This design comes from an exercise in tuning for small area, a short achievable clock period and few clock cycles per item on the open sky130 flow, not from production work.

## lane 2
==> flow/design.v <==
module functional_unit(
    input [9:0] y_input,
    input clk,
    input start,
    input rst_n,
    output [1:0] state,
    output [7:0] x_guess,
    output done
    );
    genvar i;
    wire [9:0] y = y_input;
    wire [6:0] r1, r0;
    wire [5:0] q;
    assign r1[6] = 1'b0;
    assign r0[6] = 1'b0;
    generate for (i = 5; i >= 0; i = i - 1) begin : dv
        wire nb = y[i+4];
        assign q[i]  = r1[i+1] | (r0[i+1] & nb);
        assign r1[i] = (~r1[i+1] & r0[i+1] & ~nb) | (r1[i+1] & nb);
        assign r0[i] = (~r1[i+1] & ~r0[i+1] & nb) | (r1[i+1] & ~nb);
    end endgenerate
    localparam [255:0] TC = 256'hbbbbaaaaa999998888877776666655555444443333322221;
    wire [3:0] c = TC[{r1[0], r0[0], y[3:0]}*4 +: 4];
    wire lo = y < 10'd298;
    wire hi = y >= 10'd910;
    wire [4:0] ah_n = hi ? 5'd19 : lo ? 5'd0 : q[4:0];
    wire [3:0] c_n = hi ? 4'd1 : lo ? 4'd0 : c;
    reg busy;
    reg [4:0] ah_q;
    reg [3:0] c_q;
    reg hi_q;
    always @(posedge clk) begin
        busy <= rst_n & start;
        ah_q <= ah_n;
        c_q <= c_n;
        hi_q <= hi;
    end
    wire [7:0] s = 10 * ah_q + c_q;
    assign x_guess = {s[7], s[5:0], hi_q};
    assign done = busy;
    assign state = {busy, 1'b0};
endmodule
clock: 16.0 ns
lec_check: 0
abc_area: 1
cap_margin: 20
core_area: 3 3 65 65
cts_buf_list: sky130_fd_sc_hd__clkbuf_2
cts_cluster_size: 30
die_area: 0 0 68 68
slew_margin: 20
standard.sh (not shown) runs the stock make flow with config.mk's settings and CLKGATE_MAP_FILE= SYNTH_SCRIPT=/design/flow/synth_recipe.tcl, a recipe that flattens the netlist after the stock synthesis.
==> flow/flow/run.sh <==
#!/bin/bash
# Own flow: the standard synthesis, its combinational logic re-mapped with a stronger
# ABC script (registers untouched), then the standard layout steps with small port buffers.
set -euo pipefail
W=$(pwd)
R=$W/orfs/results/${FLOW_PLATFORM}/functional_unit/base
YOSYS=${YOSYS_EXE:-$(command -v yosys || echo /OpenROAD-flow-scripts/tools/install/yosys/bin/yosys)}
LIB=$FLOW_HOME/platforms/${FLOW_PLATFORM}/lib/sky130_fd_sc_hd__tt_025C_1v80.lib
PORTBUF=${PORTBUF:-sky130_fd_sc_hd__buf_1}

bash standard.sh synth > standard_synth.log 2>&1
cp "$LIB" platform.lib
python3 flow/minilib.py platform.lib comb.lib > minilib.log 2>&1
cp "$R/1_2_yosys.v" std_synth.v
"$YOSYS" -s flow/post.ys > post_synth.log 2>&1
cp post_synth.v "$R/1_2_yosys.v"
rm -f "$R/1_synth.odb" "$R/1_synth.sdc"
bash standard.sh "BUFFER_PORTS_ARGS=-buffer_cell $PORTBUF" finish > standard_finish.log 2>&1
Other scripts of this flow, unchanged in this note and not shown: flow/flow/area.abc, flow/flow/minilib.py, flow/flow/post.ys
Edits applied to the flow inputs when going from lane 2 to lane 4:
==> flow/design.v <==
module functional_unit(
    input [9:0] y_input,
    input clk,
    input start,
    input rst_n,
    output [1:0] state,
    output [7:0] x_guess,
    output done
    );
    genvar i;
    wire [9:0] y = y_input;
    wire [6:0] r1, r0;
    wire [5:0] q;
    assign r1[6] = 1'b0;
    assign r0[6] = 1'b0;
    generate for (i = 5; i >= 0; i = i - 1) begin : dv
        wire nb = y[i+4];
        assign q[i]  = r1[i+1] | (r0[i+1] & nb);
        assign r1[i] = (~r1[i+1] & r0[i+1] & ~nb) | (r1[i+1] & nb);
        assign r0[i] = (~r1[i+1] & ~r0[i+1] & nb) | (r1[i+1] & ~nb);
    end endgenerate
    localparam [255:0] TC = 256'h0000000000000000bbbbaaaaa999998888877776666655555444443333322221;
    wire [3:0] c = TC[{r1[0], r0[0], y[3:0]}*4 +: 4];
    wire lo = y < 10'd298;
    wire hi = y >= 10'd910;
    reg busy;
    reg [4:0] ah_q;      
    reg [3:0] c_q;
    always @(posedge clk) begin
        busy <= rst_n & start;
        ah_q <= hi ? 5'd19 : lo ? 5'd0 : q[4:0];
        c_q <= hi ? 4'd1 : lo ? 4'd0 : c;
    end
    wire [7:0] s = 8'd10 * ah_q + c_q;
    wire top = ah_q[4] & ah_q[1] & ah_q[0];    
    assign x_guess = {s[7], s[5:0], top};
    assign done = busy;
    assign state = {busy, 1'b0};
endmodule
## What came out
Lane 4 completed every stage of the flow, and the final layout passed the timing, design-rule and antenna checks.
Going from lane 2 to lane 4, worst hold slack after final layout stayed essentially flat; setup slack fell by 0.42 ns; top fanout value on the critical path fell by 2.
Run comparison: lane 2 top routing layer in use met3; lane 4 top routing layer in use met4
In lane 4, the final sequential cell count came out 1 below the value in lane 2.
Lane 2 → lane 4: met2 layer wire length in the routed design shrank by 19%, clock period minus worst slack grew by 0.42 ns, total routed wirelength shrank by 53 µm, full die area held steady.
Function was not checked in any run of this note: the RTL went through the layout flow alone.

## re-timing with driven ports
The flow's constraints put no driver on any port. The routed layouts listed below were extracted and timed again, unchanged, in two steps. Step 1 sets driving cells, clkbuf_16 on the clock port and buf_2 on the other inputs (assumed; they add their load-dependent delay and slew). Step 2 also shifts input and output timing later by t, the mid clock arrival at the registers, as if the neighbouring blocks saw the same clock. Three values: ideal ports, drivers, drivers and shift; two values: the first two.
run	t, ns	setup WS [ns]	clock arrival spread, ns	pins driven straight from the clock port
lane 2	0.254	10.340 / 10.323 / 10.546	0.009 / 0.009	1
lane 4	0.246	9.924 / 9.918 / 9.672	0.002 / 0.002	1
After both steps setup and hold are still met in every run listed. For lane 4, which loses most, drivers alone change the setup slack by -0.006 ns; drivers and shift together by -0.252 ns.
